What follows belongs to an exercise in optimizing a design on an open flow for small area; a production flow would make more cautious choices. Where RTL was checked, it was by simulation tests only, not by an equivalence proof against the original. For run 4, only the layout was checked, not whether the RTL still works. Power and IR drop assume default switching activity.

==> flow/design.v <==
module L2RnR2L(clk8,reset8,frame_busy,cmd_inst,cmd_data,neo_size,sizeplus1,
   l2r_data,l2r_done,l2r_go);
   input clk8;
   input reset8;
   input frame_busy;
   input [3:0] cmd_inst;
   input [27:0] cmd_data;
   input [7:0] neo_size;
   input [7:0] sizeplus1;
   output l2r_done;
   output [25:0] l2r_data;
   output l2r_go;
   localparam s_cmd   = 4'b0000;  
   localparam s_start = 4'b0001;
   localparam s_addr  = 4'b0011;
   localparam s_lim   = 4'b0010;
   localparam s_cmp   = 4'b0110;
   localparam s_color = 4'b0111;
   localparam s_go1   = 4'b0101;  
   localparam s_go    = 4'b1110;
   localparam s_busy1 = 4'b1100;
   localparam s_busy  = 4'b1101;
   localparam s_done  = 4'b1001;
   localparam s_cmd1  = 4'b1000;  
   localparam i_init  = 3'b000;
   localparam i_start = 3'b001;
   localparam i_addr  = 3'b011;
   localparam i_loop  = 3'b010;
   localparam i_iter  = 3'b110;
   localparam i_nexte = 3'b111;  
   localparam i_next  = 3'b101;
   localparam i_pause = 3'b100;  
   reg [3:0] mainsm;
   reg [2:0] iteraysm;
   reg [2:0] num_lites;
   reg [7:0] brite;
   reg wrap;             
   reg [4:0] la;         
   reg [7:0] lb;         
   reg [3:0] lc;         
   reg cmp_left, cmp_rite;
   reg [4:0] inner_rite_lite;
   reg [4:0] inner_rite_lim;
   reg [4:0] iteray;
   reg iteray_up;
   reg [11:0] random;
   reg [2:0] dcode;      
   assign l2r_data = {1'b0, la, lb, lc[3], 3'b000, lc[2], {3{lc[1]}}, {4{lc[0]}}};
   wire is_cmd1   = mainsm[3] & ~mainsm[2] & ~mainsm[0];                
   wire is_cmp    = ~mainsm[3] & mainsm[2] & mainsm[1] & ~mainsm[0];    
   assign l2r_done = is_cmd1;
   assign l2r_go   = mainsm[3] & mainsm[2] & ~mainsm[0];                
   wire cmdlike   = ~mainsm[2] & ~mainsm[1] & ~mainsm[0];               
   wire sel_color = ~mainsm[3] & mainsm[2] & ~mainsm[1];               
   wire pend      = ~mainsm[3];
   wire iteray_done = (iteraysm == i_pause);
   wire iteray_en   = (iteraysm == i_nexte);
   function ge5(input [4:0] x, input [4:0] y);
      integer i; reg c;
      begin
         c = 1'b1;
         for (i = 0; i < 5; i = i + 1)
            c = (x[i] & ~y[i]) | (x[i] & c) | (~y[i] & c);
         ge5 = c;
      end
   endfunction
   function [4:0] sub5(input [4:0] x, input [4:0] y);
      integer i; reg c;
      begin
         c = 1'b1;
         for (i = 0; i < 5; i = i + 1) begin
            sub5[i] = x[i] ^ ~y[i] ^ c;
            c = (x[i] & ~y[i]) | (x[i] & c) | (~y[i] & c);
         end
      end
   endfunction
   function [4:0] add5(input [4:0] x, input [4:0] y);
      integer i; reg c;
      begin
         c = 1'b0;
         for (i = 0; i < 5; i = i + 1) begin
            add5[i] = x[i] ^ y[i] ^ c;
            c = (x[i] & y[i]) | (x[i] & c) | (y[i] & c);
         end
      end
   endfunction
   wire [4:0] inc  = la + 1'b1;
   wire [4:0] addr_p = wrap ? 5'd0 : inc;      
   wire [4:1] addr = pend ? addr_p[4:1] : la[4:1];
   wire at_max = (la == neo_size[4:0]);
   wire pend16 = pend & ~wrap & (la == 5'd15);
   always @ (posedge clk8 or posedge reset8)
   begin
      if (reset8)
         mainsm <= s_cmd;
      else
         case (mainsm)
            s_cmd, s_cmd1:
               if (cmd_inst == 4'h6) mainsm <= s_start;
               else mainsm <= s_cmd;
            s_start: mainsm <= s_addr;
            s_addr:  mainsm <= s_lim;
            s_lim:   mainsm <= s_cmp;
            s_cmp:   mainsm <= s_color;
            s_color: mainsm <= s_go1;
            s_go1, s_go:
               if (frame_busy) mainsm <= s_busy1;
               else mainsm <= s_go;
            s_busy1, s_busy:
               if (!frame_busy) mainsm <= s_done;
               else mainsm <= s_busy;
            s_done:  mainsm <= s_cmd1;
            default: mainsm <= s_cmd;
         endcase
   end
   always @ (posedge clk8 or posedge reset8)
   begin
      if (reset8)
         begin
            wrap <= 1'b1;
         end
      else
         begin
            if (is_cmd1)
               wrap <= at_max;
         end
   end
   always @ (posedge clk8)
   begin
      if (cmdlike)
         begin
            num_lites <= cmd_data[22:20];
            brite     <= cmd_data[19:12];
         end
   end
   wire [4:0] left_addr_hi = add5({2'b00, num_lites}, iteray);
   wire [4:0] rite_addr_lo = sub5(inner_rite_lim, iteray);
   wire [4:0] rite_addr_hi = sub5(neo_size[4:0], iteray);
   wire [4:0] cl_d = sub5(addr_p, iteray);
   wire cl_c1 = iteray[0] & num_lites[0];
   wire cl_c2 = (iteray[1] & num_lites[1]) | (iteray[1] & cl_c1) | (num_lites[1] & cl_c1);
   wire cl_c3 = (iteray[2] & num_lites[2]) | (iteray[2] & cl_c2) | (num_lites[2] & cl_c2);
   wire cl_b = ge5(addr_p, iteray) & ~(iteray[4] & iteray[3] & cl_c3) & ~cl_d[4] & ~cl_d[3] & ge5({2'b00, num_lites}, {2'b00, cl_d[2:0]});
   always @ (posedge clk8)
   begin
      if (is_cmp)
         begin
            cmp_left <= cl_b;
            cmp_rite <= ge5(addr_p, rite_addr_lo) & ge5(rite_addr_hi, addr_p);
         end
   end
   always @ (posedge clk8 or posedge reset8)
   begin
      if (reset8)
         iteraysm <= i_init;
      else
         case (iteraysm)
            i_init:
               if (sel_color) iteraysm <= i_start;
            i_start: iteraysm <= i_addr;
            i_addr:
               if (addr[4:3] == 2'b01) iteraysm <= i_loop;
            i_loop:
               if (iteray_up == 1'b0 && iteray == 5'b00000)
                  iteraysm <= i_pause;
               else
                  iteraysm <= i_iter;
            i_iter: iteraysm <= i_nexte;
            i_nexte, i_next:
               if (addr[4]) iteraysm <= i_addr;
               else iteraysm <= i_next;
            i_pause:
               if (is_cmd1 && at_max) iteraysm <= i_init;
         endcase
   end
   always @ (posedge clk8)
   begin
      if (iteraysm == i_start)
         inner_rite_lite <= sub5(sizeplus1[4:0], {2'b00, num_lites});
   end
   always @ (posedge clk8 or posedge reset8)
   begin
      if (reset8)
         inner_rite_lim <= 5'b00000;
      else if (iteraysm == i_start)
         inner_rite_lim <= sub5(neo_size[4:0], {2'b00, num_lites});
   end
   wire it_eq  = (iteray == inner_rite_lite);
   wire it_dec = ~iteray_up | it_eq;
   wire [4:0] it_z = iteray ^ {5{it_dec}};
   wire [4:0] it_t;
   assign it_t[0] = iteray_en;
   assign it_t[1] = it_t[0] & it_z[0];
   assign it_t[2] = it_t[1] & it_z[1];
   assign it_t[3] = it_t[2] & it_z[2];
   assign it_t[4] = it_t[3] & it_z[3];
   always @ (posedge clk8 or posedge reset8)
   begin
      if (reset8)
         begin
            iteray    <= 5'b00000;
            iteray_up <= 1'b1;
         end
      else
         begin
            if (iteray_en == 1'b1 && it_eq)
               iteray_up <= 1'b0;
            else if (iteray_done == 1'b1)
               iteray_up <= 1'b1;
            iteray <= iteray ^ it_t;
         end
   end
   wire feedback = random[10] ~^ random[9];
   wire [1:0] nx_code = pend16 ? random[10:9] : random[11:10];
   always @ (posedge clk8 or posedge reset8)
   begin
      if (reset8)
         begin
            random   <= 12'h563;
            dcode[2] <= 1'b0;
         end
      else
         begin
            if (sel_color & pend16)
               random <= {random[10:0], feedback};
            if (iteray_done)
               dcode[2] <= 1'b1;
         end
   end
   always @ (posedge clk8)
   begin
      if (iteray_done)
         dcode[1:0] <= nx_code;
   end
   reg [3:0] rite_c, left_c, mix_c;
   always @*
   begin
      if (!dcode[2])
         begin
            rite_c = 4'b0110;
            left_c = 4'b0001;
            mix_c  = 4'b0111;
         end
      else
         case (dcode[1:0])
            2'b00:   begin rite_c = 4'b0001; left_c = 4'b0100; mix_c = 4'b0101; end
            2'b01:   begin rite_c = 4'b0001; left_c = 4'b1000; mix_c = 4'b1001; end
            2'b10:   begin rite_c = 4'b1001; left_c = 4'b0101; mix_c = 4'b1101; end
            default: begin rite_c = 4'b0110; left_c = 4'b1000; mix_c = 4'b1110; end
         endcase
   end
   wire mixed = cmp_left & cmp_rite;
   reg [7:0] lb_d;
   reg bc, bh;
   integer k;
   always @*
   begin
      bc = 1'b0;
      for (k = 0; k < 8; k = k + 1)
         begin
            bh = (k < 7) ? (brite[k+1] & mixed) : 1'b0;
            lb_d[k] = brite[k] ^ bh ^ bc;
            bc = (brite[k] & bh) | (brite[k] & bc) | (bh & bc);
         end
   end
   always @ (posedge clk8 or posedge reset8)
   begin
      if (reset8)
         begin
            la <= 5'b00000;
            lb <= 8'h00;
            lc <= 4'h0;
         end
      else if (sel_color)
         begin
            la <= addr_p;
            lb <= lb_d;
            case ({cmp_left, cmp_rite})
               2'b00: lc <= 4'h0;
               2'b01: lc <= rite_c;
               2'b10: lc <= left_c;
               2'b11: lc <= mix_c;
            endcase
         end
   end
endmodule
==> flow/flow/run.sh <==
#!/bin/bash
set -euo pipefail
export BUFFER_PORTS_ARGS="-buffer_cell sky130_fd_sc_hd__buf_1"
export CTS_ARGS="-sink_clustering_enable -repair_clock_nets -dont_use_dummy_load -buf_list sky130_fd_sc_hd__clkbuf_4 -sink_clustering_size 8 -sink_clustering_max_diameter 40"
bash standard.sh > standard.log 2>&1
==> flow/standard.sh <==
#!/bin/bash
# synth_recipe.tcl (not shown) runs the flow's synth.tcl, then flattens the netlist and writes it again
# the make line also repeats each setting of config.mk as NAME=value (left out here)
make -C /OpenROAD-flow-scripts/flow DESIGN_CONFIG=/design/flow/config.mk WORK_HOME=/design/flow/orfs CLKGATE_MAP_FILE= SYNTH_SCRIPT=/design/flow/synth_recipe.tcl "${@:-finish}"
==> flow/config.mk <==
export PLATFORM = sky130hd
export DESIGN_NAME = L2RnR2L
export DESIGN_NICKNAME = L2RnR2L
export VERILOG_FILES = /design/flow/design.v
export SDC_FILE = /design/flow/constraint.sdc
export NUM_CORES = 4
export LEC_CHECK = 0
export CAP_MARGIN = 20
export CORE_MARGIN = 2
export CORE_UTILIZATION = 70
export PLACE_DENSITY = 0.85
export SLEW_MARGIN = 20
==> flow/constraint.sdc <==
create_clock -name core_clock -period 10.0 [get_ports {clk8}]
set_input_delay 2.0000 -clock core_clock [delete_from_list [all_inputs] [get_ports {clk8}]]
set_output_delay 2.0000 -clock core_clock [all_outputs]
set_load 0.01 [all_outputs]
==> tab_implementation.tex, run 1 <==
\begin{tabular}{lr}
\hline
Metric & Value \\
\hline
\multicolumn{2}{l}{\textbf{Worst setup path}} \\
Crit path required time & 10.16 ns \\
Start of the worst register-to-register path & cmp\_rite\$\_DFFE\_PP\_ \\
Critical path capture point type & register \\
Arrival time at the worst endpoint & 4.20 ns \\
Critical path start-end classification & input pin to register \\
CP Max Fanout & 2 \\
Critical Path Start Type & input pin \\
Launching element of the worst setup path & neo\_size[0] \\
\multicolumn{2}{l}{\textbf{Finish}} \\
Share of layout cells above drive strength 1 & 12.8\% \\
Multi-input gate area in the final layout & 0.00181 mm2 \\
Register area & 0.00184 mm2 \\
Layout-stage area growth over the synthesis result & 6.25\% \\
Net count reported at finish & 480 \\
Final Util & 76.2\% \\
Antenna diode count & 0 \\
Number of fillers in the final layout & 378 \\
\multicolumn{2}{l}{\textbf{Yosys}} \\
Count of distinct cell types in the synthesized netlist & 48 \\
Most used flip-flop cell after synthesis & sky130\_fd\_sc\_hd\_\_dfrtp\_1 \\
Ranking of synthesized cells by area & sky130\_fd\_sc\_hd\_\_dfrtp\_1, sky130\_fd\_sc\_hd\_\_edfxtp\_1, sky130\_fd\_sc\_hd\_\_fa\_1 \\
Fraction of registers with async set/reset & 71.0\% \\
Number of synthesized flops with an enable pin & 20 \\
Area leader, netlist & sky130\_fd\_sc\_hd\_\_dfrtp\_1 \\
Post-synthesis register bit count & 69 \\
Area of the mapped netlist & 0.00392 mm2 \\
Sequential share of the synthesized area & 46.8\% \\
Count of synthesis-stage warnings from yosys & 1 \\
Fraction of synthesized cell area taken by the top area cell type & 26.2\% \\
Average size of a mapped cell & 11.0 um2 \\
Synthesized instance count & 356 \\
\multicolumn{2}{l}{\textbf{Timing}} \\
Max frequency & 248 MHz \\
Worst Max-Slew Pin Slew & 0.944 ns \\
Final slew viol count & 0 \\
Worst clock skew & 0.0367 ns \\
Part of the cycle the worst path needs & 40.4\% \\
Time the worst path needs with I/O delays and setup & 4.04 ns \\
Total negative setup slack & 0 ns \\
RSZ-0062 raised after global routing & no \\
Setup-violating endpoint count in the final report & 0 \\
Worst hold slack & 0.492 ns \\
Number of failing hold endpoints at the final stage & 0 \\
Worst-case setup margin in the final layout & 5.96 ns \\
Normalized max-slew margin & 36.9\% \\
\multicolumn{2}{l}{\textbf{Placed design}} \\
Final weighted congestion in routability-driven placement & 0.867 \\
Hpwl dp & 5240 um \\
Setup slack after placement & 5.53 ns \\
PortBufs & 51 \\
\multicolumn{2}{l}{\textbf{Detailed routing}} \\
\# DRC & 0 \\
Routed Wire Length & 6960 um \\
Number of iterations in the first detailed-routing pass & 4 \\
Detail Route met3 WL & 402 um \\
Drt via density & 5.68 \\
Uppermost routed layer & met4 \\
Routed length per instance & 14.8 um \\
Met1 layer wirelength in the final routing & 3060 um \\
Post-route ant nets & 0 \\
Count of vias placed by the detailed router & 2662 \\
First DRT Iteration DRCs & 136 \\
Met2 wire length & 3350 um \\
\multicolumn{2}{l}{\textbf{Pwr}} \\
Flop pwr share & 44.3\% \\
Switching fraction of total power & 41.6\% \\
Clock power share & 11.1\% \\
Leakage power figure & 0.00182 uW \\
P\_int & 648 uW \\
Max VDD drop & 150 uV \\
Areal power density over the cells & 266 mW/mm2 \\
Switching power of the nets & 461 uW \\
Gate power share & 44.6\% \\
\multicolumn{2}{l}{\textbf{GRT}} \\
Vias in the first global route & 2574 \\
Pin count of the biggest net entering global routing & 50 \\
Global routing usage summed across all routing layers & 24.9\% \\
Initial antenna violation count & 0 \\
Total grt overflow & 0 \\
First-pass GRT wire length & 11700 um \\
\multicolumn{2}{l}{\textbf{Clock network}} \\
Worst-Skew Late Latency & 0.41 ns \\
CTS hold repair buffers & 0 \\
Root Buffer & sky130\_fd\_sc\_hd\_\_clkbuf\_4 \\
\# clock sinks & 69 \\
Max Buffers Root-to-Sink & 2 \\
Resize count post-CTS & 0 \\
TritonCTS buffer count & 9 \\
Number of setup buffers added after CTS & 0 \\
CTS clock-pin slew for the worst setup and hold paths & 0.11 ns \\
Clock tree from TritonCTS & built \\
Max H-tree Level & 3 \\
\multicolumn{2}{l}{\textbf{Job}} \\
Maximum capacitance violations & 0 \\
\multicolumn{2}{l}{\textbf{Floorplan}} \\
Overall die area & 0.00622 mm2 \\
Initial core utilization & 71.7\% \\
Area of the placeable core & 0.00547 mm2 \\
\# IOs & 79 \\
Vertical extent of the die & 78.9 um \\
Overall die width & 78.9 um \\
Row count & 27 \\
\multicolumn{2}{l}{\textbf{Min path}} \\
Worst Min Path Start & lb[2]\$\_DFFE\_PP0P\_ \\
Min-Delay Path Class & register to register \\
\multicolumn{2}{l}{\textbf{Status}} \\
Run status & no timing/DRC/antenna violations \\
\hline
\end{tabular}
## layout make-up
cell class,instances,share of cell area (%)
clock buffers,9,1.62
multi-input cells,224,43.5
repair buffers,52,4.77
inverters,43,3.90
flip-flops and latches,69,44.1
well taps,72,2.16
## cells in the mapped netlist, types with 10 or more instances
master / number
sky130_fd_sc_hd__nor2_1: 12
sky130_fd_sc_hd__o21ai_0: 20
sky130_fd_sc_hd__nand2_1: 31
sky130_fd_sc_hd__fa_1: 20
sky130_fd_sc_hd__xor2_1: 11
sky130_fd_sc_hd__mux2_2: 20
sky130_fd_sc_hd__edfxtp_1: 20
sky130_fd_sc_hd__a21oi_1: 11
sky130_fd_sc_hd__inv_1: 43
sky130_fd_sc_hd__dfrtp_1: 41
sky130_fd_sc_hd__xnor2_1: 16
sky130_fd_sc_hd__clkbuf_1: 10
sky130_fd_sc_hd__ha_1: 10
sky130_fd_sc_hd__nand3_1: 10
## flip-flops by register name, summed over array words and instances, names as in the netlist, 4 cells and up
name and count:
random 12, brite 8, lb 8, inner_rite_lim 5
inner_rite_lite 5, iteray 5, la 5, lc 4
mainsm 4
## cells in the final DEF, fill, tap and decap left out, types with 8 or more instances in the layout
cell type                  instances
sky130_fd_sc_hd__xor2_1           11
sky130_fd_sc_hd__xnor2_1          16
sky130_fd_sc_hd__buf_1            51
sky130_fd_sc_hd__inv_1            42
sky130_fd_sc_hd__nand2_1          31
sky130_fd_sc_hd__ha_1             10
sky130_fd_sc_hd__o21ai_0          20
sky130_fd_sc_hd__nor2_1           12
sky130_fd_sc_hd__dfrtp_1          41
sky130_fd_sc_hd__edfxtp_1         20
sky130_fd_sc_hd__a21oi_1          11
sky130_fd_sc_hd__dfstp_2           8
sky130_fd_sc_hd__fa_1             20
sky130_fd_sc_hd__and3_1            9
sky130_fd_sc_hd__clkbuf_4          9
sky130_fd_sc_hd__mux2_2           20
sky130_fd_sc_hd__nand3_1          10
## power by group through the flow
| stage | clock [uW] | sequential [uW] | combinational [uW] |
|---|---|---|---|
| floorplan | 0 | 463 | 402 |
| global route | 139 | 508 | 569 |
| CTS | 126 | 491 | 497 |
| global placement | 0 | 491 | 467 |
| finish | 123 | 492 | 494 |
| detailed placement | 0 | 497 | 493 |
## through the flow
step                power [uW]  area (um2)  instances
finish                    1110        4170        469
global route              1220        4170        469
CTS                       1110        4170        469
detailed placement         990        4100        460
global placement           958        4100        460
floorplan                  865        3930        359
## kinds of logic after synthesis
kind of cell / count (synthesis) / synth area share, %
flip-flops: 69 / 46.8
other: 1 / 0.0956
buffers and inverters: 66 / 7.27
AO/OA/AOI/OAI: 52 / 8.33
adder cells (fa/ha/maj): 37 / 15.3
multiplexers: 20 / 5.74
XOR/XNOR: 27 / 6.03
AND/OR/NAND/NOR: 84 / 10.4
## final timing paths
path | to | depth (start not counted) | slack, ns
worst max-delay path | cmp_rite$_DFFE_PP_ | 10 | 5.96
worst min-delay path | lb[2]$_DFFE_PP0P_ | 2 | 0.49
worst max register to register | lb[6]$_DFFE_PP0P_ | 12 | 6.45
worst min register to register | lb[2]$_DFFE_PP0P_ | 2 | 0.49
max in group asynchronous | la[0]$_DFFE_PP0P_ | 2 | 7.77
min in group asynchronous | lb[0]$_DFFE_PP0P_ | 2 | 1.69
## per-layer routing
layer | vias to the layer above | GRT usage [%]
li1 | 1270 | -
met1 | 1290 | 34.0
met2 | 88 | 38.5
met3 | 14 | 6.59
met4 | 0 | 10.3
met5 | - | 0
## worst max-delay path, cell delays in order
cell and delay [ns]:
sky130_fd_sc_hd__buf_1 0.09, sky130_fd_sc_hd__inv_1 0.10, sky130_fd_sc_hd__ha_1 0.15, sky130_fd_sc_hd__inv_1 0.05, sky130_fd_sc_hd__fa_1 0.37, sky130_fd_sc_hd__fa_1 0.39
sky130_fd_sc_hd__fa_1 0.44, sky130_fd_sc_hd__maj3_2 0.33, sky130_fd_sc_hd__a211oi_2 0.19, sky130_fd_sc_hd__a211oi_1 0.08
==> inputs of run 2 (changes only) <==
==> flow/flow/run.sh (replaced) <==
#!/bin/bash
set -euo pipefail
export BUFFER_PORTS_ARGS="-buffer_cell sky130_fd_sc_hd__buf_1"
export CTS_ARGS="-sink_clustering_enable -repair_clock_nets -dont_use_dummy_load -root_buf sky130_fd_sc_hd__clkbuf_8 -buf_list sky130_fd_sc_hd__clkbuf_4"
bash standard.sh > standard.log 2>&1
==> run 2 against run 1 <==
Clock skew decreased by 0.018 ns. Sequential power about the same. Worst setup slack got worse by 0.12 ns. Maximum frequency decreased by 3.0%. Largest power group is now sequential cells.
==> tab_implementation.tex, run 2 <==
\begin{tabular}{lr}
\hline
Metric & Value \\
\hline
\multicolumn{2}{l}{\textbf{Clock network}} \\
CTS hold repair buffers & 0 (unchanged) \\
TritonCTS buffer count & 9 (unchanged) \\
Root Buffer & sky130\_fd\_sc\_hd\_\_clkbuf\_8 \\
Worst-Skew Late Latency & 0.34 ns (-0.07 ns) \\
\# clock sinks & 69 (unchanged) \\
Max Buffers Root-to-Sink & 2 (unchanged) \\
Clock tree from TritonCTS & built \\
Resize count post-CTS & 0 (unchanged) \\
Number of setup buffers added after CTS & 0 (unchanged) \\
Max H-tree Level & 3 (unchanged) \\
CTS clock-pin slew for the worst setup and hold paths & 0.07 ns (-0.04 ns) \\
\multicolumn{2}{l}{\textbf{Timing}} \\
Total negative setup slack & 0 ns (unchanged) \\
Number of failing hold endpoints at the final stage & 0 (unchanged) \\
Final slew viol count & 0 (unchanged) \\
Worst Max-Slew Pin Slew & 0.933 ns (-0.0104 ns) \\
Normalized max-slew margin & 37.6\% (+0.70 points) \\
RSZ-0062 raised after global routing & no \\
Setup-violating endpoint count in the final report & 0 (unchanged) \\
Time the worst path needs with I/O delays and setup & 4.16 ns (+0.123 ns) \\
Worst clock skew & 0.0188 ns (-0.0179 ns) \\
Max frequency & 240 MHz (-3.0\%) \\
Part of the cycle the worst path needs & 41.6\% (+1.2 points) \\
Worst hold slack & 0.483 ns (-0.00905 ns) \\
\multicolumn{2}{l}{\textbf{Finish}} \\
Register area & 0.00184 mm2 (unchanged) \\
Antenna diode count & 0 (unchanged) \\
Layout-stage area growth over the synthesis result & 7.69\% \\
Share of layout cells above drive strength 1 & 12.8\% (unchanged) \\
Top library cells by usage in the layout, fill and taps aside & sky130\_fd\_sc\_hd\_\_buf\_1, sky130\_fd\_sc\_hd\_\_inv\_1, sky130\_fd\_sc\_hd\_\_dfrtp\_1 \\
Largest registers in the final layout & random: 12 flops, brite: 8 flops, lb: 8 flops \\
Net count reported at finish & 480 (unchanged) \\
Most frequent standard cell in the layout excluding fill and tap cells & sky130\_fd\_sc\_hd\_\_buf\_1 \\
Number of flip-flops in the largest register & 12 (unchanged) \\
Number of fillers in the final layout & 368 (-2.6\%) \\
Multi-input gate area in the final layout & 0.00181 mm2 (unchanged) \\
Register name with the most flops & random \\
\multicolumn{2}{l}{\textbf{Floorplan}} \\
Row count & 27 (unchanged) \\
Overall die area & 0.00622 mm2 (unchanged) \\
\# IOs & 79 (unchanged) \\
Overall die width & 78.9 um (unchanged) \\
Vertical extent of the die & 78.9 um (unchanged) \\
Area of the placeable core & 0.00547 mm2 (unchanged) \\
Initial core utilization & 71.7\% (unchanged) \\
\multicolumn{2}{l}{\textbf{Yosys}} \\
Fraction of registers with async set/reset & 71.0\% (unchanged) \\
Number of synthesized flops with an enable pin & 20 (unchanged) \\
Average size of a mapped cell & 11.0 um2 (unchanged) \\
Synth Area in Compound Gates & 8.33\% (unchanged) \\
Dominant combinational cell family by area after synthesis & adder cells \\
Sequential share of the synthesized area & 46.8\% (unchanged) \\
Count of distinct cell types in the synthesized netlist & 48 (unchanged) \\
Post-synthesis register bit count & 69 (unchanged) \\
Area fraction in and, or, nand and nor cells after synthesis & 10.4\% (unchanged) \\
Area of the mapped netlist & 0.00392 mm2 (unchanged) \\
Top-count cell post-synth & sky130\_fd\_sc\_hd\_\_inv\_1 \\
Fraction of the mapped netlist area in adder cells & 15.3\% (unchanged) \\
Post-Synth XOR/XNOR Area & 6.03\% (unchanged) \\
Fraction of synthesized cell area taken by the top area cell type & 26.2\% (unchanged) \\
Synthesized instance count & 356 (unchanged) \\
Top cells by count, synth & sky130\_fd\_sc\_hd\_\_inv\_1, sky130\_fd\_sc\_hd\_\_dfrtp\_1, sky130\_fd\_sc\_hd\_\_nand2\_1 \\
Ranking of synthesized cells by area & sky130\_fd\_sc\_hd\_\_dfrtp\_1, sky130\_fd\_sc\_hd\_\_edfxtp\_1, sky130\_fd\_sc\_hd\_\_fa\_1 \\
Portion of netlist area occupied by mux cells & 5.74\% (unchanged) \\
Area leader, netlist & sky130\_fd\_sc\_hd\_\_dfrtp\_1 \\
Most used flip-flop cell after synthesis & sky130\_fd\_sc\_hd\_\_dfrtp\_1 \\
Count of synthesis-stage warnings from yosys & 1 (unchanged) \\
\multicolumn{2}{l}{\textbf{Detailed routing}} \\
Count of vias placed by the detailed router & 2706 (+1.7\%) \\
First DRT Iteration DRCs & 134 (-1.5\%) \\
Routed length per instance & 15.1 um (+1.6\%) \\
Drt via density & 5.77 (+1.7\%) \\
\# DRC & 0 (unchanged) \\
Routed Wire Length & 7070 um (+1.6\%) \\
Number of iterations in the first detailed-routing pass & 6 (+2) \\
Post-route ant nets & 0 (unchanged) \\
\multicolumn{2}{l}{\textbf{Worst setup path}} \\
Critical path's largest stage delay & 0.40 ns (-0.04 ns) \\
Cell-by-cell listing of the critical path & buf\_1, inv\_1, ha\_1, inv\_1, fa\_1, fa\_1, fa\_1, xor2\_1, xnor2\_1, a211oi\_2, a211oi\_1 \\
Family with the most delay on the worst path & adder cells \\
Cell type with the highest occurrence count on the critical path & sky130\_fd\_sc\_hd\_\_fa\_1 \\
Register-to-Register Setup Slack & 6.44 ns (about the same) \\
Critical Path Start Type & input pin \\
Arrival time at the worst endpoint & 4.31 ns (+0.11 ns) \\
Critical path start-end classification & input pin to register \\
Count of buffer and inverter cells on the critical path & 3 (unchanged) \\
Slowest-stage cell, CP & sky130\_fd\_sc\_hd\_\_fa\_1 \\
CP Max Fanout & 2 (unchanged) \\
Crit path required time & 10.15 ns (about the same) \\
Launching element of the worst setup path & neo\_size[0] \\
Start of the worst register-to-register path & cmp\_rite\$\_DFFE\_PP\_ \\
Critical path capture point type & register \\
\multicolumn{2}{l}{\textbf{Placed design}} \\
Final weighted congestion in routability-driven placement & 0.867 (unchanged) \\
PortBufs & 51 (unchanged) \\
Hpwl dp & 5240 um (unchanged) \\
\multicolumn{2}{l}{\textbf{GRT}} \\
Pin count of the biggest net entering global routing & 50 (unchanged) \\
Total grt overflow & 0 (unchanged) \\
Initial antenna violation count & 0 (unchanged) \\
Vias in the first global route & 2608 (+1.3\%) \\
First-pass GRT wire length & 11800 um (+0.48\%) \\
Global routing usage summed across all routing layers & 24.9\% (unchanged) \\
\multicolumn{2}{l}{\textbf{Job}} \\
Maximum capacitance violations & 0 (unchanged) \\
\multicolumn{2}{l}{\textbf{Pwr}} \\
Areal power density over the cells & 274 mW/mm2 (+2.9\%) \\
Leakage power figure & 0.00184 uW (+1.3\%) \\
Max VDD drop & 168 uV (+13\%) \\
\multicolumn{2}{l}{\textbf{Status}} \\
Run status & no timing/DRC/antenna violations \\
\multicolumn{2}{l}{\textbf{Min path}} \\
Worst Min Path Start & lb[2]\$\_DFFE\_PP0P\_ \\
Min-Delay Path Class & register to register \\
\hline
\end{tabular}
run 2: cell counts after synthesis:
No cell type changed its count.
run 2: stage by stage:
step	area (um2)	utilization [%]	power, uW	std cells	worst slack [ns]
2_1_floorplan	3930	-	865	359	5.77
3_3_place_gp	4100	74.9	958	460	5.56
3_5_place_dp	4100	74.9	990	460	5.53
4_1_cts	4220	77.2	1160	469	5.87
5_1_grt	4220	77.2	1260	469	5.80
6_report	4220	77.2	1160	469	5.84
run 2: final timing paths:
kind | end | cells past startpoint
hold reg to reg | lb[2]$_DFFE_PP0P_ | 2
max in group asynchronous | la[2]$_DFFE_PP0P_ | 2
setup / recovery | cmp_rite$_DFFE_PP_ | 11
min in group asynchronous | lb[0]$_DFFE_PP0P_ | 2
hold / removal | lb[2]$_DFFE_PP0P_ | 2
setup reg to reg | lb[6]$_DFFE_PP0P_ | 12
run 2: cell type report:
type	count	area share (%)
Sequential cell	69	43.5
Multi-Input combinational cell	224	42.9
Timing Repair Buffer	52	4.71
Inverter	43	3.85
Clock buffer	9	2.93
Tap cell	72	2.13
run 2: report_power, final:
group | switching (uW) | internal, uW | total, uW
sequential | 103 | 391 | 494
clock | 88.1 | 80.1 | 168
combinational | 278 | 217 | 494
run 2: kinds of logic (layout without fill, tap and decap cells):
logic type                 after synthesis  after routing
other                                    1              4
DFF                                     69             69
and+or+nand+nor                         84             84
buffers and inverters                   66            104
adders and majority gates               37             37
muxes                                   20             20
AOI/OAI and AO/OA                       52             52
xor gates and xnor gates                27             27
run 2: per-layer routing:
metal / share of wire [%] / vias to the layer above / GRT usage (%)
met1: 43 / 1310 / 33.7
met4: 2.5 / 0 / 11.2
met3: 6.5 / 22 / 5.00
met5: 0 / - / 0
li1: - / 1268 / -
met2: 48 / 106 / 39.6
run 2: worst register-to-register path, stage by stage, from the launching register on:
cell and delay [ns]:
sky130_fd_sc_hd__edfxtp_1 0.55, sky130_fd_sc_hd__and3_1 0.25, sky130_fd_sc_hd__ha_1 0.19, sky130_fd_sc_hd__fa_1 0.38, sky130_fd_sc_hd__inv_1 0.08, sky130_fd_sc_hd__fa_1 0.16, sky130_fd_sc_hd__inv_1 0.06, sky130_fd_sc_hd__fa_1 0.39
sky130_fd_sc_hd__fa_1 0.40, sky130_fd_sc_hd__fa_1 0.37, sky130_fd_sc_hd__inv_1 0.08, sky130_fd_sc_hd__fa_1 0.40, sky130_fd_sc_hd__o21ai_0 0.15
==> inputs of run 3 (changes only) <==
==> flow/flow/run.sh (replaced) <==
#!/bin/bash
set -euo pipefail
export BUFFER_PORTS_ARGS="-buffer_cell sky130_fd_sc_hd__buf_1"
export CTS_ARGS="-sink_clustering_enable -repair_clock_nets -dont_use_dummy_load -buf_list sky130_fd_sc_hd__clkbuf_4"
bash standard.sh > standard.log 2>&1
==> run 3 against run 2 <==
Cell count unchanged. Global-route usage unchanged. Maximum frequency up 3.0%. Clock skew up 0.018 ns. Synthesized area unchanged. Highest routed layer unchanged. Critical path depth down 1. Combinational power about the same. Via count down 1.6%.
==> tab_implementation.tex, run 3 <==
\begin{tabular}{lr}
\hline
Metric & Value \\
\hline
\multicolumn{2}{l}{\textbf{Status}} \\
Run status & no timing/DRC/antenna violations \\
\multicolumn{2}{l}{\textbf{GRT}} \\
Total grt overflow & 0 (unchanged) \\
Global routing usage summed across all routing layers & 24.9\% (unchanged) \\
Initial antenna violation count & 0 (unchanged) \\
Vias in the first global route & 2574 (-1.3\%) \\
Pin count of the biggest net entering global routing & 50 (unchanged) \\
First-pass GRT wire length & 11700 um (-0.47\%) \\
\multicolumn{2}{l}{\textbf{Detailed routing}} \\
Drt via density & 5.68 (-1.6\%) \\
First DRT Iteration DRCs & 136 (+1.5\%) \\
Number of iterations in the first detailed-routing pass & 4 (-2) \\
\# DRC & 0 (unchanged) \\
Post-route ant nets & 0 (unchanged) \\
Count of vias placed by the detailed router & 2662 (-1.6\%) \\
Routed length per instance & 14.8 um (-1.6\%) \\
Routed Wire Length & 6960 um (-1.6\%) \\
\multicolumn{2}{l}{\textbf{Yosys}} \\
Average size of a mapped cell & 11.0 um2 (unchanged) \\
Top-count cell post-synth & sky130\_fd\_sc\_hd\_\_inv\_1 \\
Fraction of synthesized cell area taken by the top area cell type & 26.2\% (unchanged) \\
Count of synthesis-stage warnings from yosys & 1 (unchanged) \\
Post-synthesis register bit count & 69 (unchanged) \\
Number of synthesized flops with an enable pin & 20 (unchanged) \\
Top cells by count, synth & sky130\_fd\_sc\_hd\_\_inv\_1, sky130\_fd\_sc\_hd\_\_dfrtp\_1, sky130\_fd\_sc\_hd\_\_nand2\_1 \\
Ranking of synthesized cells by area & sky130\_fd\_sc\_hd\_\_dfrtp\_1, sky130\_fd\_sc\_hd\_\_edfxtp\_1, sky130\_fd\_sc\_hd\_\_fa\_1 \\
Area leader, netlist & sky130\_fd\_sc\_hd\_\_dfrtp\_1 \\
Count of distinct cell types in the synthesized netlist & 48 (unchanged) \\
Sequential share of the synthesized area & 46.8\% (unchanged) \\
Fraction of registers with async set/reset & 71.0\% (unchanged) \\
Most used flip-flop cell after synthesis & sky130\_fd\_sc\_hd\_\_dfrtp\_1 \\
Area of the mapped netlist & 0.00392 mm2 (unchanged) \\
Synthesized instance count & 356 (unchanged) \\
\multicolumn{2}{l}{\textbf{Clock network}} \\
CTS clock-pin slew for the worst setup and hold paths & 0.11 ns (+0.04 ns) \\
Worst-Skew Late Latency & 0.41 ns (+0.07 ns) \\
TritonCTS buffer count & 9 (unchanged) \\
Number of setup buffers added after CTS & 0 (unchanged) \\
Clock tree from TritonCTS & built \\
Resize count post-CTS & 0 (unchanged) \\
Root Buffer & sky130\_fd\_sc\_hd\_\_clkbuf\_4 \\
Max Buffers Root-to-Sink & 2 (unchanged) \\
Max H-tree Level & 3 (unchanged) \\
\# clock sinks & 69 (unchanged) \\
CTS hold repair buffers & 0 (unchanged) \\
\multicolumn{2}{l}{\textbf{Timing}} \\
Total negative setup slack & 0 ns (unchanged) \\
Setup-violating endpoint count in the final report & 0 (unchanged) \\
Time the worst path needs with I/O delays and setup & 4.04 ns (-0.123 ns) \\
Normalized max-slew margin & 36.9\% (-0.70 points) \\
Number of failing hold endpoints at the final stage & 0 (unchanged) \\
RSZ-0062 raised after global routing & no \\
Worst Max-Slew Pin Slew & 0.944 ns (+0.0104 ns) \\
Final slew viol count & 0 (unchanged) \\
Max frequency & 248 MHz (+3.0\%) \\
Part of the cycle the worst path needs & 40.4\% (-1.2 points) \\
Worst clock skew & 0.0367 ns (+0.0179 ns) \\
\multicolumn{2}{l}{\textbf{Finish}} \\
Net count reported at finish & 480 (unchanged) \\
Largest registers in the final layout & random: 12 flops, brite: 8 flops, lb: 8 flops \\
Number of flip-flops in the largest register & 12 (unchanged) \\
Layout-stage area growth over the synthesis result & 6.25\% \\
Register area & 0.00184 mm2 (unchanged) \\
Final standard cell area without fillers & 0.00417 mm2 (-1.3\%) \\
Share of layout cells above drive strength 1 & 12.8\% (unchanged) \\
Antenna diode count & 0 (unchanged) \\
Most frequent standard cell in the layout excluding fill and tap cells & sky130\_fd\_sc\_hd\_\_buf\_1 \\
Top library cells by usage in the layout, fill and taps aside & sky130\_fd\_sc\_hd\_\_buf\_1, sky130\_fd\_sc\_hd\_\_inv\_1, sky130\_fd\_sc\_hd\_\_dfrtp\_1 \\
Multi-input gate area in the final layout & 0.00181 mm2 (unchanged) \\
Register name with the most flops & random \\
Number of fillers in the final layout & 378 (+2.7\%) \\
\multicolumn{2}{l}{\textbf{Worst setup path}} \\
Crit path required time & 10.16 ns (about the same) \\
Critical path capture point type & register \\
Critical path start-end classification & input pin to register \\
Critical Path Start Type & input pin \\
R2r worst-path depth & 12 (unchanged) \\
Launching element of the worst setup path & neo\_size[0] \\
Start of the worst register-to-register path & cmp\_rite\$\_DFFE\_PP\_ \\
CP Max Fanout & 2 (unchanged) \\
Arrival time at the worst endpoint & 4.20 ns (-0.11 ns) \\
\multicolumn{2}{l}{\textbf{Min path}} \\
Count of cells along the worst hold path & 2 (unchanged) \\
Worst Min Path Start & lb[2]\$\_DFFE\_PP0P\_ \\
Min-Delay Path Class & register to register \\
\multicolumn{2}{l}{\textbf{Floorplan}} \\
Row count & 27 (unchanged) \\
\# IOs & 79 (unchanged) \\
Overall die width & 78.9 um (unchanged) \\
Area of the placeable core & 0.00547 mm2 (unchanged) \\
Initial core utilization & 71.7\% (unchanged) \\
Vertical extent of the die & 78.9 um (unchanged) \\
Overall die area & 0.00622 mm2 (unchanged) \\
\multicolumn{2}{l}{\textbf{Pwr}} \\
Leakage power figure & 0.00182 uW (-1.3\%) \\
Areal power density over the cells & 266 mW/mm2 (-2.8\%) \\
Max VDD drop & 150 uV (-11\%) \\
\multicolumn{2}{l}{\textbf{Placed design}} \\
PortBufs & 51 (unchanged) \\
Final weighted congestion in routability-driven placement & 0.867 (unchanged) \\
Hpwl dp & 5240 um (unchanged) \\
Area after DPL & 0.00410 mm2 (unchanged) \\
\multicolumn{2}{l}{\textbf{Job}} \\
Maximum capacitance violations & 0 (unchanged) \\
\hline
\end{tabular}
## run 3: cell counts after synthesis
Identical to the previous run, type by type.
## run 3: worst max-delay path, stage by stage
cell and delay (ns):
sky130_fd_sc_hd__buf_1 0.09, sky130_fd_sc_hd__inv_1 0.10, sky130_fd_sc_hd__ha_1 0.15, sky130_fd_sc_hd__inv_1 0.05, sky130_fd_sc_hd__fa_1 0.37, sky130_fd_sc_hd__fa_1 0.39
sky130_fd_sc_hd__fa_1 0.44, sky130_fd_sc_hd__maj3_2 0.33, sky130_fd_sc_hd__a211oi_2 0.19, sky130_fd_sc_hd__a211oi_1 0.08
## run 3: worst paths after layout
check / endpoint / slack (ns)
worst min-delay path: lb[2]$_DFFE_PP0P_ / 0.49
min in group asynchronous: lb[0]$_DFFE_PP0P_ / 1.69
worst max register to register: lb[6]$_DFFE_PP0P_ / 6.45
max in group asynchronous: la[0]$_DFFE_PP0P_ / 7.77
worst min register to register: lb[2]$_DFFE_PP0P_ / 0.49
worst max-delay path: cmp_rite$_DFFE_PP_ / 5.96
## run 3: report_power, final
part / switching, uW / total [uW] / internal [uW] / leakage (uW)
clock: 81.3 / 123 / 41.8 / 0.0000414
combinational: 278 / 494 / 217 / 0.00100
sequential: 102 / 492 / 390 / 0.000779
## run 3: per-layer routing
| layer | GRT usage (%) | routed length, um | vias to the layer above |
|---|---|---|---|
| li1 | - | - | 1270 |
| met1 | 34.0 | 3060 | 1290 |
| met2 | 38.5 | 3350 | 88 |
| met3 | 6.59 | 402 | 14 |
| met4 | 10.3 | 138 | 0 |
| met5 | 0 | 0 | - |
## run 3: area by class of cell
cell class,instances,area share [%]
tap,72,2.16
timing repair buffer,52,4.77
clock buffer,9,1.62
multi-input combinational,224,43.5
sequential,69,44.1
inverter,43,3.90
## run 3: logic make-up after synthesis
kind of cell    synth area share [%]
compound gates                  8.33
xor+xnor                        6.03
fa+ha+maj                       15.3
buf+inv                         7.27
flops                           46.8
mux                             5.74
other cells                   0.0956
simple gates                    10.4
## run 3: through the flow
stage	hold WS [ns]	power, uW	util (%)	worst slack [ns]	instances
2_1_floorplan	0.450	865	-	5.77	359
3_3_place_gp	0.461	958	74.9	5.56	460
3_5_place_dp	0.473	990	74.9	5.53	460
4_1_cts	0.496	1110	76.1	5.98	469
5_1_grt	0.527	1220	76.2	5.92	469
6_report	0.492	1110	76.2	5.96	469
==> inputs of run 4 (changes only) <==
--- a/flow/design.v
+++ b/flow/design.v
@@ -121,7 +121,7 @@
          end
       else
          begin
-            if (is_cmd1)
+            if (!pend)
                wrap <= at_max;
          end
    end
@@ -170,7 +170,7 @@
                if (addr[4]) iteraysm <= i_addr;
                else iteraysm <= i_next;
             i_pause:
-               if (is_cmd1 && at_max) iteraysm <= i_init;
+               if (pend && wrap) iteraysm <= i_init;
          endcase
    end
    always @ (posedge clk8)
@@ -211,7 +211,7 @@
          end
    end
    wire feedback = random[10] ~^ random[9];
-   wire [1:0] nx_code = pend16 ? random[10:9] : random[11:10];
+   wire [1:0] nx_code = random[11:10];
    always @ (posedge clk8 or posedge reset8)
    begin
       if (reset8)
@@ -221,7 +221,7 @@
          end
       else
          begin
-            if (sel_color & pend16)
+            if (is_cmd1 && la == 5'd15 && !at_max)
                random <= {random[10:0], feedback};
             if (iteray_done)
                dcode[2] <= 1'b1;
==> run 4 against run 3 <==
Sequential power grew 4%. Worst hold slack worse by 0.035 ns. Combinational power is 22% higher. Critical endpoint unchanged. Via count down 2.7%. Critical path type unchanged.
==> tab_implementation.tex, run 4 <==
\begin{tabular}{lr}
\hline
Metric & Value \\
\hline
\multicolumn{2}{l}{\textbf{GRT}} \\
Pin count of the biggest net entering global routing & 50 (unchanged) \\
Global routing usage summed across all routing layers & 24.5\% (-0.37 points) \\
Vias in the first global route & 2519 (-2.1\%) \\
Initial antenna violation count & 0 (unchanged) \\
Total grt overflow & 0 (unchanged) \\
First-pass GRT wire length & 11600 um (-1.5\%) \\
\multicolumn{2}{l}{\textbf{Worst setup path}} \\
Launching element of the worst setup path & neo\_size[0] \\
Count of buffer and inverter cells on the critical path & 3 (unchanged) \\
Critical path's largest stage delay & 0.38 ns (-0.06 ns) \\
Critical path start-end classification & input pin to register \\
Total number of cells along the worst setup path & 13 (+3) \\
Arrival time at the worst endpoint & 4.28 ns (+0.08 ns) \\
Crit path required time & 10.16 ns (about the same) \\
Start of the worst register-to-register path & cmp\_rite\$\_DFFE\_PP\_ \\
Family with the most delay on the worst path & adder cells \\
R2r worst-path depth & 12 (unchanged) \\
Critical Path Start Type & input pin \\
Cell type with the highest occurrence count on the critical path & sky130\_fd\_sc\_hd\_\_fa\_1 \\
Cell-by-cell listing of the critical path & buf\_1, inv\_1, ha\_1, inv\_1, fa\_1, fa\_1, fa\_1, xnor2\_1, xnor2\_1, nand2\_1, o21ai\_0, a31oi\_1, a21oi\_1 \\
CP Max Fanout & 2 (unchanged) \\
Slowest-stage cell, CP & sky130\_fd\_sc\_hd\_\_fa\_1 \\
Critical path capture point type & register \\
\multicolumn{2}{l}{\textbf{Yosys}} \\
Post-synthesis register bit count & 69 (unchanged) \\
Synthesized instance count & 354 (-0.56\%) \\
Count of synthesis-stage warnings from yosys & 1 (unchanged) \\
Average size of a mapped cell & 11.1 um2 (+1.1\%) \\
Area of the mapped netlist & 0.00395 mm2 (+0.57\%) \\
Ranking of synthesized cells by area & sky130\_fd\_sc\_hd\_\_dfrtp\_1, sky130\_fd\_sc\_hd\_\_edfxtp\_1, sky130\_fd\_sc\_hd\_\_fa\_1 \\
Most used flip-flop cell after synthesis & sky130\_fd\_sc\_hd\_\_dfrtp\_1 \\
Sequential share of the synthesized area & 46.6\% (-0.27 points) \\
Fraction of registers with async set/reset & 71.0\% (unchanged) \\
Area leader, netlist & sky130\_fd\_sc\_hd\_\_dfrtp\_1 \\
Top cells by count, synth & sky130\_fd\_sc\_hd\_\_dfrtp\_1, sky130\_fd\_sc\_hd\_\_inv\_1, sky130\_fd\_sc\_hd\_\_nand2\_1 \\
Number of synthesized flops with an enable pin & 20 (unchanged) \\
Fraction of synthesized cell area taken by the top area cell type & 26.0\% (-0.15 points) \\
Count of distinct cell types in the synthesized netlist & 51 (+6.3\%) \\
Top-count cell post-synth & sky130\_fd\_sc\_hd\_\_dfrtp\_1 \\
\multicolumn{2}{l}{\textbf{Detailed routing}} \\
\# DRC & 0 (unchanged) \\
Drt via density & 5.56 (-2.0\%) \\
Number of iterations in the first detailed-routing pass & 4 (unchanged) \\
Post-route ant nets & 0 (unchanged) \\
Count of vias placed by the detailed router & 2591 (-2.7\%) \\
Met2 wire length & 3430 um (+2.4\%) \\
Uppermost routed layer & met4 \\
Detail Route met3 WL & 356 um (-11\%) \\
Met1 layer wirelength in the final routing & 2980 um (-2.8\%) \\
First DRT Iteration DRCs & 177 (+30\%) \\
Routed Wire Length & 6890 um (-0.95\%) \\
Routed length per instance & 14.8 um (-0.31\%) \\
\multicolumn{2}{l}{\textbf{Clock network}} \\
TritonCTS buffer count & 9 (unchanged) \\
\# clock sinks & 69 (unchanged) \\
CTS clock-pin slew for the worst setup and hold paths & 0.10 ns (about the same) \\
Resize count post-CTS & 0 (unchanged) \\
Clock tree from TritonCTS & built \\
Worst-Skew Late Latency & 0.41 ns (about the same) \\
Root Buffer & sky130\_fd\_sc\_hd\_\_clkbuf\_4 \\
Max Buffers Root-to-Sink & 2 (unchanged) \\
Number of setup buffers added after CTS & 0 (unchanged) \\
CTS hold repair buffers & 0 (unchanged) \\
Max H-tree Level & 3 (unchanged) \\
\multicolumn{2}{l}{\textbf{Floorplan}} \\
Overall die area & 0.00625 mm2 (+0.55\%) \\
Row count & 27 (unchanged) \\
\# IOs & 79 (unchanged) \\
Vertical extent of the die & 79.1 um (+0.27\%) \\
Initial core utilization & 72.1\% (+0.41 points) \\
Overall die width & 79.1 um (+0.27\%) \\
Area of the placeable core & 0.00547 mm2 (unchanged) \\
\multicolumn{2}{l}{\textbf{Finish}} \\
Register name with the most flops & random \\
Most frequent standard cell in the layout excluding fill and tap cells & sky130\_fd\_sc\_hd\_\_buf\_1 \\
Final standard cell area without fillers & 0.00416 mm2 (-0.18\%) \\
Top library cells by usage in the layout, fill and taps aside & sky130\_fd\_sc\_hd\_\_buf\_1, sky130\_fd\_sc\_hd\_\_dfrtp\_1, sky130\_fd\_sc\_hd\_\_inv\_1 \\
Antenna diode count & 0 (unchanged) \\
Number of flip-flops in the largest register & 12 (unchanged) \\
Layout-stage area growth over the synthesis result & 5.46\% \\
Largest registers in the final layout & random: 12 flops, brite: 8 flops, lb: 8 flops \\
Final Instance Count excl. Fillers & 466 (-0.64\%) \\
Share of layout cells above drive strength 1 & 11.7\% (-1.2 points) \\
Net count reported at finish & 477 (-0.63\%) \\
\multicolumn{2}{l}{\textbf{Placed design}} \\
Final weighted congestion in routability-driven placement & 0.884 (+2.0\%) \\
Area after DPL & 0.00409 mm2 (-0.18\%) \\
PortBufs & 51 (unchanged) \\
Setup slack after placement & 5.45 ns (-0.0880 ns) \\
Hpwl dp & 5180 um (-1.3\%) \\
Placed instance count & 457 (-0.65\%) \\
\multicolumn{2}{l}{\textbf{Pwr}} \\
Clock power share & 10.1\% (-1.0 points) \\
Flop pwr share & 41.2\% (-3.1 points) \\
Switching power of the nets & 532 uW (+15\%) \\
Gate power share & 48.7\% (+4.1 points) \\
Switching fraction of total power & 42.8\% (+1.3 points) \\
Max VDD drop & 163 uV (+9.2\%) \\
Leakage power figure & 0.00181 uW (-0.90\%) \\
P\_int & 709 uW (+9.4\%) \\
Areal power density over the cells & 298 mW/mm2 (+12\%) \\
\multicolumn{2}{l}{\textbf{Timing}} \\
RSZ-0062 raised after global routing & no \\
Part of the cycle the worst path needs & 41.2\% (+0.80 points) \\
Worst-case setup margin in the final layout & 5.88 ns (-0.0798 ns) \\
Setup-violating endpoint count in the final report & 0 (unchanged) \\
Worst Max-Slew Pin Slew & 0.950 ns (+0.00630 ns) \\
Worst hold slack & 0.457 ns (-0.0355 ns) \\
Max frequency & 243 MHz (-1.9\%) \\
Worst clock skew & 0.0367 ns (-0.0000131 ns) \\
Normalized max-slew margin & 36.7\% (-0.27 points) \\
Final slew viol count & 0 (unchanged) \\
Time the worst path needs with I/O delays and setup & 4.12 ns (+0.0798 ns) \\
Number of failing hold endpoints at the final stage & 0 (unchanged) \\
Total negative setup slack & 0 ns (unchanged) \\
\multicolumn{2}{l}{\textbf{Job}} \\
Maximum capacitance violations & 0 (unchanged) \\
\multicolumn{2}{l}{\textbf{Status}} \\
Run status & no timing/DRC/antenna violations \\
\multicolumn{2}{l}{\textbf{Min path}} \\
Worst Min Path Start & random[11]\$\_DFFE\_PP0P\_ \\
Count of cells along the worst hold path & 0 (-2) \\
Min-Delay Path Class & register to register \\
\hline
\end{tabular}
-- run 4: path summary, 6_finish.rpt --
check,end,slack [ns]
worst max-delay path,cmp_rite$_DFFE_PP_,5.88
worst min-delay path,dcode[1]$_DFFE_PP_,0.46
worst max register to register,lb[6]$_DFFE_PP0P_,6.40
worst min register to register,dcode[1]$_DFFE_PP_,0.46
max in group asynchronous,la[2]$_DFFE_PP0P_,7.77
min in group asynchronous,lb[1]$_DFFE_PP0P_,1.69
-- run 4: layout make-up --
type                       instances  area [um2]
clock buffer                       9        67.6
timing repair buffer              52         199
inverter                          39         148
fill                             369        1310
tap                               72        90.1
multi-input combinational        225        1820
sequential                        69        1840
-- run 4: power by group through the flow --
stage | Clock [uW] | Combinational, uW | Sequential, uW
6_report | 126 | 604 | 512
5_1_grt | 140 | 690 | 529
4_1_cts | 128 | 608 | 511
2_1_floorplan | 0 | 507 | 481
3_5_place_dp | 0 | 603 | 517
3_3_place_gp | 0 | 577 | 510
-- run 4: cell families (layout without fill, tap and decap cells) --
logic type / Yosys count / count (layout) / share of synthesized area [%]
buf+inv: 63 / 100 / 7.61
compound gates: 58 / 58 / 9.20
other cells: 1 / 4 / 0.0951
flops: 69 / 69 / 46.6
simple gates: 84 / 84 / 11.0
fa+ha+maj: 35 / 35 / 14.6
mux: 18 / 18 / 5.14
xor+xnor: 26 / 26 / 5.77
-- run 4: stage by stage --
| stage | utilization (%) | total power (uW) |
|---|---|---|
| 4_1_cts | 76.0 | 1250 |
| 3_3_place_gp | 74.8 | 1090 |
| 6_report | 76.0 | 1240 |
| 5_1_grt | 76.0 | 1360 |
| 2_1_floorplan | - | 988 |
| 3_5_place_dp | 74.8 | 1120 |
-- run 4: layer usage --
metal,up-vias,GRT usage [%]
met3,12,4.89
met5,-,0
met1,1238,33.5
met4,0,10.3
met2,79,38.8
li1,1262,-
==> inputs of run 5 (changes only) <==
--- a/flow/design.v
+++ b/flow/design.v
@@ -121,7 +121,7 @@
          end
       else
          begin
-            if (!pend)
+            if (is_cmd1)
                wrap <= at_max;
          end
    end
@@ -170,7 +170,7 @@
                if (addr[4]) iteraysm <= i_addr;
                else iteraysm <= i_next;
             i_pause:
-               if (pend && wrap) iteraysm <= i_init;
+               if (is_cmd1 && at_max) iteraysm <= i_init;
          endcase
    end
    always @ (posedge clk8)
@@ -211,7 +211,7 @@
          end
    end
    wire feedback = random[10] ~^ random[9];
-   wire [1:0] nx_code = random[11:10];
+   wire [1:0] nx_code = pend16 ? random[10:9] : random[11:10];
    always @ (posedge clk8 or posedge reset8)
    begin
       if (reset8)
@@ -221,7 +221,7 @@
          end
       else
          begin
-            if (is_cmd1 && la == 5'd15 && !at_max)
+            if (sel_color & pend16)
                random <= {random[10:0], feedback};
             if (iteray_done)
                dcode[2] <= 1'b1;
==> flow/flow/run.sh (replaced) <==
#!/bin/bash
# Layout flow: the standard flow, with three changes in how the layout
# is made:
#  1. after the standard synthesis, the combinational logic is mapped again
#     with a stronger ABC script (flow/reopt.tcl, flow/deepsyn.abc); every
#     register, and the adder and tie cells, stay the standard synthesis's
#     instances with their names and cell types;
#  2. the port buffers are the smallest buffer, sky130_fd_sc_hd__buf_1;
#  3. the clock tree uses sky130_fd_sc_hd__clkbuf_4 and no dummy loads.
set -euo pipefail
export BUFFER_PORTS_ARGS="-buffer_cell sky130_fd_sc_hd__buf_1"
export CTS_ARGS="-sink_clustering_enable -repair_clock_nets -dont_use_dummy_load -buf_list sky130_fd_sc_hd__clkbuf_4"

bash standard.sh synth > standard_synth.log 2>&1

R=orfs/results/$FLOW_PLATFORM/L2RnR2L/base
YOSYS=yosys
if [[ -x $FLOW_HOME/../tools/install/yosys/bin/yosys ]]; then
  YOSYS=$FLOW_HOME/../tools/install/yosys/bin/yosys
fi
cp $R/1_2_yosys.v std_1_2_yosys.v
export REOPT_LIB=$FLOW_HOME/platforms/$FLOW_PLATFORM/lib/sky130_fd_sc_hd__tt_025C_1v80.lib
export REOPT_IN=$PWD/std_1_2_yosys.v
export REOPT_OUT=$PWD/reopt_1_2_yosys.v
export REOPT_SCRIPT=$PWD/flow/deepsyn.abc
export DONT_USE_LIST="$(sed -n '/DONT_USE_CELLS/,/^$/p' $FLOW_HOME/platforms/$FLOW_PLATFORM/config.mk | grep -o 'sky130_fd_sc_hd__[a-z0-9_]*' | tr '\n' ' ')"
if $YOSYS -c flow/reopt.tcl > reopt.log 2>&1 && [[ -s $REOPT_OUT ]]; then
  cp $REOPT_OUT $R/1_2_yosys.v
else
  echo "re-mapping failed; keeping the standard synthesis netlist" >> reopt.log
fi

bash standard.sh > standard.log 2>&1
==> flow/flow/deepsyn.abc (new file) <==
strash
&get -n
&st
&deepsyn -T 40
&st
&dch
&nf -R 1000
&put
==> flow/flow/reopt.tcl (new file) <==
# Re-map the combinational logic of the standard synthesis netlist with a
# stronger ABC script. Registers (and the full/half adders and tie cell)
# stay the standard synthesis's instances, with their names and cell types.
set lib $::env(REOPT_LIB)
yosys read_liberty -ignore_miss_func $lib
yosys read_liberty -lib -ignore_redef $lib
yosys blackbox sky130_fd_sc_hd__df* sky130_fd_sc_hd__edf* sky130_fd_sc_hd__conb_1 sky130_fd_sc_hd__fa_* sky130_fd_sc_hd__ha_*
yosys read_verilog $::env(REOPT_IN)
yosys hierarchy -top L2RnR2L
yosys flatten
yosys opt -purge
set du {}
foreach c $::env(DONT_USE_LIST) { lappend du -dont_use $c }
yosys abc -liberty $lib {*}$du -script $::env(REOPT_SCRIPT)
yosys read_liberty -lib -ignore_redef $lib
yosys opt_clean -purge
yosys splitnets
yosys opt_clean -purge
yosys rename -hide w:*.*
yosys insbuf -buf sky130_fd_sc_hd__buf_4 A X
yosys hierarchy -top L2RnR2L
yosys check -assert
yosys tee -o $::env(REOPT_OUT).stat stat -liberty $lib
yosys select L2RnR2L
yosys write_verilog -noattr -nohex -nodec -selected $::env(REOPT_OUT)
--- a/flow/config.mk
+++ b/flow/config.mk
@@ -5,8 +5,8 @@
 export SDC_FILE = /design/flow/constraint.sdc
 export NUM_CORES = 4
 export LEC_CHECK = 0
-export CAP_MARGIN = 20
+export CAP_MARGIN = 0
 export CORE_MARGIN = 2
 export CORE_UTILIZATION = 70
 export PLACE_DENSITY = 0.85
-export SLEW_MARGIN = 20
+export SLEW_MARGIN = 0
==> run 5 against run 4 <==
Critical path depth fell by 2. Final area fell by 1.8%. Worst hold slack improved by 0.034 ns. Critical path type unchanged. Highest routed layer unchanged.
==> tab_implementation.tex, run 5 <==
\begin{tabular}{lr}
\hline
Metric & Value \\
\hline
\multicolumn{2}{l}{\textbf{Timing}} \\
Normalized max-slew margin & 31.4\% (-5.2 points) \\
Worst clock skew & 0.0389 ns (+0.00226 ns) \\
Final slew viol count & 0 (unchanged) \\
Time the worst path needs with I/O delays and setup & 4.00 ns (-0.121 ns) \\
RSZ-0062 raised after global routing & no \\
Total negative setup slack & 0 ns (unchanged) \\
Setup-violating endpoint count in the final report & 0 (unchanged) \\
Worst Max-Slew Pin Slew & 1.03 ns (+0.0770 ns) \\
Max frequency & 250 MHz (+3.0\%) \\
Part of the cycle the worst path needs & 40.0\% (-1.2 points) \\
Number of failing hold endpoints at the final stage & 0 (unchanged) \\
Worst hold slack & 0.491 ns (+0.0339 ns) \\
\multicolumn{2}{l}{\textbf{Finish}} \\
Number of flip-flops in the largest register & 12 (unchanged) \\
Register area & 0.00184 mm2 (unchanged) \\
Multi-input gate area in the final layout & 0.00172 mm2 (-5.2\%) \\
Number of fillers in the final layout & 411 (+11\%) \\
Largest registers in the final layout & random: 12 flops, brite: 8 flops, lb: 8 flops \\
Net count reported at finish & 485 (+1.7\%) \\
Most frequent standard cell in the layout excluding fill and tap cells & sky130\_fd\_sc\_hd\_\_buf\_1 \\
Share of layout cells above drive strength 1 & 5.47\% (-6.2 points) \\
Register name with the most flops & random \\
Top library cells by usage in the layout, fill and taps aside & sky130\_fd\_sc\_hd\_\_buf\_1, sky130\_fd\_sc\_hd\_\_dfrtp\_1, sky130\_fd\_sc\_hd\_\_clkinv\_1 \\
Antenna diode count & 0 (unchanged) \\
Layout-stage area growth over the synthesis result & 4.95\% \\
\multicolumn{2}{l}{\textbf{Pwr}} \\
P\_int & 676 uW (-4.7\%) \\
Clock power share & 10.7\% (+0.6 points) \\
Gate power share & 46.4\% (-2.3 points) \\
Switching power of the nets & 526 uW (-1.1\%) \\
Max VDD drop & 170 uV (+4.2\%) \\
Areal power density over the cells & 294 mW/mm2 (-1.4\%) \\
Switching fraction of total power & 43.8\% (+0.92 points) \\
Leakage power figure & 0.00164 uW (-9.2\%) \\
Flop pwr share & 42.9\% (+1.7 points) \\
\multicolumn{2}{l}{\textbf{Job}} \\
Maximum capacitance violations & 0 (unchanged) \\
\multicolumn{2}{l}{\textbf{Worst setup path}} \\
Arrival time at the worst endpoint & 4.16 ns (-0.12 ns) \\
Start of the worst register-to-register path & cmp\_left\$\_DFFE\_PP\_ \\
R2r worst-path depth & 12 (unchanged) \\
CP Max Fanout & 3 (+1) \\
Crit path required time & 10.16 ns (about the same) \\
Critical Path Start Type & input pin \\
Register-to-Register Setup Slack & 6.54 ns (+0.14 ns) \\
Critical path capture point type & register \\
Critical path start-end classification & input pin to register \\
End of the worst register-to-register path & lb[6]\$\_DFFE\_PP0P\_ \\
\multicolumn{2}{l}{\textbf{Detailed routing}} \\
Routed Wire Length & 7170 um (+4.0\%) \\
First DRT Iteration DRCs & 168 (-5.1\%) \\
Number of iterations in the first detailed-routing pass & 4 (unchanged) \\
Count of vias placed by the detailed router & 2777 (+7.2\%) \\
Post-route ant nets & 0 (unchanged) \\
\# DRC & 0 (unchanged) \\
Drt via density & 5.86 (+5.4\%) \\
Routed length per instance & 15.1 um (+2.2\%) \\
\multicolumn{2}{l}{\textbf{GRT}} \\
Global routing usage summed across all routing layers & 26.9\% (+2.3 points) \\
Initial antenna violation count & 0 (unchanged) \\
Total grt overflow & 0 (unchanged) \\
Pin count of the biggest net entering global routing & 50 (unchanged) \\
First-pass GRT wire length & 12700 um (+10\%) \\
Vias in the first global route & 2959 (+17\%) \\
\multicolumn{2}{l}{\textbf{Min path}} \\
Worst Min Path Start & lb[2]\$\_DFFE\_PP0P\_ \\
Min-Delay Path Class & register to register \\
Count of cells along the worst hold path & 2 (+2) \\
Worst hold endpoint & lb[2]\$\_DFFE\_PP0P\_ \\
\multicolumn{2}{l}{\textbf{Floorplan}} \\
Overall die area & 0.00617 mm2 (-1.2\%) \\
\# IOs & 79 (unchanged) \\
Initial core utilization & 71.6\% (-0.50 points) \\
Overall die width & 78.6 um (-0.62\%) \\
Row count & 27 (unchanged) \\
Area of the placeable core & 0.00544 mm2 (-0.62\%) \\
Vertical extent of the die & 78.6 um (-0.62\%) \\
\multicolumn{2}{l}{\textbf{Clock network}} \\
TritonCTS buffer count & 9 (unchanged) \\
Root Buffer & sky130\_fd\_sc\_hd\_\_clkbuf\_4 \\
Clock tree from TritonCTS & built \\
Max H-tree Level & 3 (unchanged) \\
CTS clock-pin slew for the worst setup and hold paths & 0.09 ns (about the same) \\
Worst-Skew Late Latency & 0.43 ns (+0.02 ns) \\
CTS hold repair buffers & 0 (unchanged) \\
Resize count post-CTS & 0 (unchanged) \\
\# clock sinks & 69 (unchanged) \\
Max Buffers Root-to-Sink & 2 (unchanged) \\
Number of setup buffers added after CTS & 0 (unchanged) \\
\multicolumn{2}{l}{\textbf{Yosys}} \\
Synthesized instance count & 362 (+2.3\%) \\
Area of the mapped netlist & 0.00389 mm2 (-1.3\%) \\
Average size of a mapped cell & 10.8 um2 (-3.5\%) \\
Count of synthesis-stage warnings from yosys & 1 (unchanged) \\
\multicolumn{2}{l}{\textbf{Placed design}} \\
Final weighted congestion in routability-driven placement & 0.890 (+0.67\%) \\
PortBufs & 51 (unchanged) \\
Hpwl dp & 5330 um (+2.9\%) \\
\multicolumn{2}{l}{\textbf{Status}} \\
Run status & no timing/DRC/antenna violations \\
\hline
\end{tabular}
==> run 5: cell types whose count changed in the layout (fill, tap and decap cells not counted), moves of 4 or more <==
cell / before / now
sky130_fd_sc_hd__a21oi_1: 11 / 21
sky130_fd_sc_hd__clkinv_1: 0 / 40
sky130_fd_sc_hd__inv_1: 38 / 0
sky130_fd_sc_hd__mux2_1: 0 / 11
sky130_fd_sc_hd__mux2_2: 18 / 0
sky130_fd_sc_hd__nand2_1: 31 / 37
sky130_fd_sc_hd__nand3_1: 6 / 11
sky130_fd_sc_hd__nand4_1: 0 / 4
sky130_fd_sc_hd__nor2_1: 11 / 15
sky130_fd_sc_hd__nor3_1: 7 / 3
sky130_fd_sc_hd__o21ai_0: 26 / 21
sky130_fd_sc_hd__xnor2_1: 16 / 12
sky130_fd_sc_hd__xor2_1: 10 / 4
==> run 5: how the worst max path moves through the flow <==
stage | start | to | cells after the start
floorplan | neo_size[0] | cmp_rite$_DFFE_PP_ | 10
global route | neo_size[0] | cmp_rite$_DFFE_PP_ | 11
CTS | neo_size[0] | cmp_rite$_DFFE_PP_ | 11
global placement | neo_size[0] | cmp_rite$_DFFE_PP_ | 11
detailed placement | neo_size[0] | cmp_rite$_DFFE_PP_ | 11
finish | neo_size[0] | cmp_rite$_DFFE_PP_ | 11
==> run 5: per-stage QoR <==
step / instances / utilization [%] / total power, uW / setup slack (ns) / area (um2)
6_report: 474 / 75.1 / 1200 / 6.00 / 4090
5_1_grt: 474 / 75.1 / 1320 / 5.92 / 4090
4_1_cts: 474 / 75.1 / 1200 / 6.02 / 4090
3_5_place_dp: 465 / 73.9 / 1080 / 5.61 / 4020
3_3_place_gp: 465 / 73.9 / 1030 / 5.68 / 4020
2_1_floorplan: 365 / - / 959 / 5.88 / 3910
==> run 5: layer usage <==
metal  part of all wire, %  wire (um)  up-vias  GRT usage, %
met4                   4.4        312        0          14.7
met2                    50       3560      101          44.6
met5                     0          0        -             0
met1                    41       2920     1337          32.2
li1                      -          -     1303             -
met3                   5.2        376       36          6.55
==> run 5: power groups by stage <==
| stage | sequential [uW] | combinational, uW | clock, uW |
|---|---|---|---|
| CTS | 513 | 560 | 128 |
| detailed placement | 518 | 557 | 0 |
| global route | 534 | 650 | 139 |
| global placement | 511 | 521 | 0 |
| finish | 515 | 558 | 129 |
| floorplan | 486 | 473 | 0 |
==> run 5: final cells by class <==
type / count / area share [%]
flip-flops and latches: 69 / 44.9
multi-input cells: 229 / 42.2
repair buffers: 54 / 5.24
inverters: 41 / 3.77
well taps: 72 / 2.20
clock buffers: 9 / 1.65
==> run 5: worst max-delay path, cell delays in order <==
cell and delay (ns):
sky130_fd_sc_hd__buf_1 0.08, sky130_fd_sc_hd__clkinv_1 0.08, sky130_fd_sc_hd__ha_1 0.16, sky130_fd_sc_hd__clkinv_1 0.08, sky130_fd_sc_hd__fa_1 0.38, sky130_fd_sc_hd__fa_1 0.39
sky130_fd_sc_hd__fa_1 0.48, sky130_fd_sc_hd__o22ai_1 0.18, sky130_fd_sc_hd__o22ai_1 0.08, sky130_fd_sc_hd__a21oi_1 0.16, sky130_fd_sc_hd__a211oi_1 0.07

[what the ideal ports hide]
The flow's constraints put no driver on any port. The routed layouts listed below were extracted and timed again, unchanged, in two steps.
Step 1: set_driving_cell puts a clkbuf_16 on clk8 and a buf_2 on each other input, an assumption about the parent block.
Step 2 adds t to the input delays and takes it off the output delays; t is the mean of the earliest and latest rising clock arrival at the registers after step 1. Input paths then give back, and output paths get back, about the clock's delay inside the block.
Slacks: ideal / step 1 / step 2; pairs: ideal / step 1.
| run | t (ns) | setup slack, ns | worst setup path at the end | pins driven straight from the clock port |
|---|---|---|---|---|
| run 1 | 0.418 | 5.961 / 5.961 / 5.542 | input to register | 1 |
| run 2 | 0.363 | 5.838 / 5.841 / 5.478 | input to register | 1 |
| run 3 | 0.418 | 5.961 / 5.961 / 5.542 | input to register | 1 |
| run 4 | 0.422 | 5.881 / 5.886 / 5.463 | input to register | 1 |
| run 5 | 0.435 | 6.002 / 6.005 / 5.569 | input to register | 1 |
After both steps every run listed still meets setup and hold. The setup slack of run 5, which loses most, moves by +0.003 ns with the drivers and by -0.433 ns with both steps.
